This design comes from an exercise in tuning for small area on the open sky130 flow, not from production work.
The RTL was checked by simulation tests, not by an equivalence proof against the original design.
Power is estimated from default activity; no workload was simulated.

## green
==> flow/design.v <==
module MIPS(
    clk,
    rst_n,
    in_valid,
    instruction,
    out_valid,
    instruction_fail,
    out_0,
    out_1,
    out_2,
    out_3,
    out_4,
    out_5
);
input clk;
input rst_n;
input in_valid;
input [31:0] instruction;
output logic out_valid, instruction_fail;
output logic [15:0] out_0, out_1, out_2, out_3, out_4, out_5;
logic in_valid_1, in_valid_2, in_valid_3;
logic [31:0] ir;
always_ff @(posedge clk) ir <= instruction;
always_ff @(negedge rst_n, posedge clk) begin
    if (~rst_n) begin
        in_valid_1 <= 0;
        in_valid_2 <= 0;
        in_valid_3 <= 0;
    end
    else begin
        in_valid_1 <= in_valid;
        in_valid_2 <= in_valid_1;
        in_valid_3 <= in_valid_2;
    end
end
logic [15:0] result_reg;
logic [4:0]  dest_reg_1;
logic        p_valid;      
function automatic logic [15:0] read_reg(input logic [4:0] r);
    if (p_valid && dest_reg_1 == r) read_reg = result_reg;
    else begin
        case (r)
            5'b10001: read_reg = out_0;
            5'b10010: read_reg = out_1;
            5'b01000: read_reg = out_2;
            5'b10111: read_reg = out_3;
            5'b11111: read_reg = out_4;
            5'b10000: read_reg = out_5;
            default:  read_reg = 16'd0;
        endcase
    end
endfunction
logic [15:0] rs_v, rt_v, b_v, sum, shin, shout, res_comb;
logic [4:0]  dest_comb;
logic [4:0]  shamt;
logic        is_r, srl;
assign rs_v  = read_reg(ir[25:21]);
assign rt_v  = read_reg(ir[20:16]);
assign shamt = ir[10:6];
assign is_r  = (ir[31:26] == 6'd0);
assign srl   = ir[1];
assign b_v = is_r ? rt_v : ir[15:0];
assign sum = rs_v + b_v;
always_comb begin
    for (int i = 0; i < 16; i++) shin[i] = srl ? rt_v[15-i] : rt_v[i];
end
assign shout = shin << shamt;
always_comb begin
    if (is_r) begin
        case (ir[5:0])
            6'b100100: res_comb = rs_v & rt_v;
            6'b100101: res_comb = rs_v | rt_v;
            6'b100111: res_comb = ~(rs_v | rt_v);
            6'b000000: res_comb = shout;
            6'b000010: for (int i = 0; i < 16; i++) res_comb[i] = shout[15-i];
            default:   res_comb = sum;
        endcase
    end
    else begin
        res_comb = sum;
    end
end
always_comb begin
    case (ir[31:26])
        6'b000000: dest_comb = ir[15:11];
        6'b001000: dest_comb = ir[20:16];
        default:   dest_comb = 5'd0;
    endcase
end
logic [15:0] res2;
logic [4:0]  dest2;
always_ff @(posedge clk) begin
    res2  <= res_comb;
    dest2 <= dest_comb;
end
always_ff @(posedge clk) begin
    if (in_valid_2) begin
        result_reg <= res2;
        dest_reg_1 <= dest2;
    end
end
always_ff @(negedge rst_n, posedge clk) begin
    if (~rst_n) p_valid <= 0;
    else if (in_valid_2) p_valid <= 1;
end
always_ff @ (negedge rst_n, posedge clk) begin
    if (~rst_n) begin
        out_valid <= 0;
        instruction_fail <= 0;
        out_0 <= 0;
        out_1 <= 0;
        out_2 <= 0;
        out_3 <= 0;
        out_4 <= 0;
        out_5 <= 0;
    end
    else if (in_valid_3) begin
        out_valid <= 1;
        case (dest_reg_1)
            5'b10001: begin out_0 <= result_reg; instruction_fail <= 0; end
            5'b10010: begin out_1 <= result_reg; instruction_fail <= 0; end
            5'b01000: begin out_2 <= result_reg; instruction_fail <= 0; end
            5'b10111: begin out_3 <= result_reg; instruction_fail <= 0; end
            5'b11111: begin out_4 <= result_reg; instruction_fail <= 0; end
            5'b10000: begin out_5 <= result_reg; instruction_fail <= 0; end
            default:  instruction_fail <= 1;
        endcase
    end
    else begin
        out_0 <= 0;
        out_1 <= 0;
        out_2 <= 0;
        out_3 <= 0;
        out_4 <= 0;
        out_5 <= 0;
        out_valid <= 0;
    end
end
endmodule
export LEC_CHECK = 0
export ABC_AREA = 1
export CAP_MARGIN = 20
export CORE_MARGIN = 2
export CORE_UTILIZATION = 40
export SLEW_MARGIN = 20
create_clock -name core_clock -period 5.0 [get_ports {clk}]
run.sh (not shown) runs the stock make flow with config.mk's settings and CLKGATE_MAP_FILE= SYNTH_SCRIPT=/design/flow/synth_recipe.tcl, a recipe that flattens the netlist after the stock synthesis.
Looking at the reports, green completed the entire flow and the layout it produced met the timing, DRC and antenna checks.
Changes in red relative to green:
# green
export LEC_CHECK = 0
export ABC_AREA = 1
export CAP_MARGIN = 20
export CORE_MARGIN = 2
export CORE_UTILIZATION = 40
export SLEW_MARGIN = 20
create_clock -name core_clock -period 5.0 [get_ports {clk}]
# red
export LEC_CHECK = 0
export ABC_AREA = 1
export CAP_MARGIN = 20
export CORE_MARGIN = 2
export CORE_UTILIZATION = 40
export CTS_BUF_LIST = sky130_fd_sc_hd__clkbuf_8
export SLEW_MARGIN = 20
create_clock -name core_clock -period 5.0 [get_ports {clk}]
Findings:
The run showing the greater clock insertion delay at the later pin of the skew report is red. red -> green: global-route wire length before repair flat. The run showing the greater required time of the worst setup path is red. The total power in red is 0.907 times that in green. From red to green, cell count after synthesis did not move at all. From green to red the numbers moved as follows: fraction of standard cell area that is sequential grew by 0.50 points, design area decreased by 1.5% relative to the old numbers, sum of routed wire length over all layers now sits lower, number of vias after detailed routing higher. Maximum resistive drop on vdd: red better than green.

-- port drivers added, routing unchanged --
How much do the figures lean on ideal ports? The routed layouts below were timed once more, with nothing changed but the port constraints.
Step 1 sets driving cells, clkbuf_16 on the clock port and buf_2 on the other inputs (assumed; they add their load-dependent delay and slew).
Step 2 also shifts input and output timing later by t, the mid clock arrival at the registers, as if the neighbouring blocks saw the same clock.
a / b / c = ideal / step 1 / step 2; a / b = the first two.
| run | shift t [ns] | slack for setup (ns) | worst slew at a driven data input, ns |
|---|---|---|---|
| green | 0.483 | 0.804 / 0.804 / 0.804 | 0.05 |
| red | 0.521 | 0.816 / 0.816 / 0.816 | 0.05 |
After both steps setup and hold are still met in every run listed.
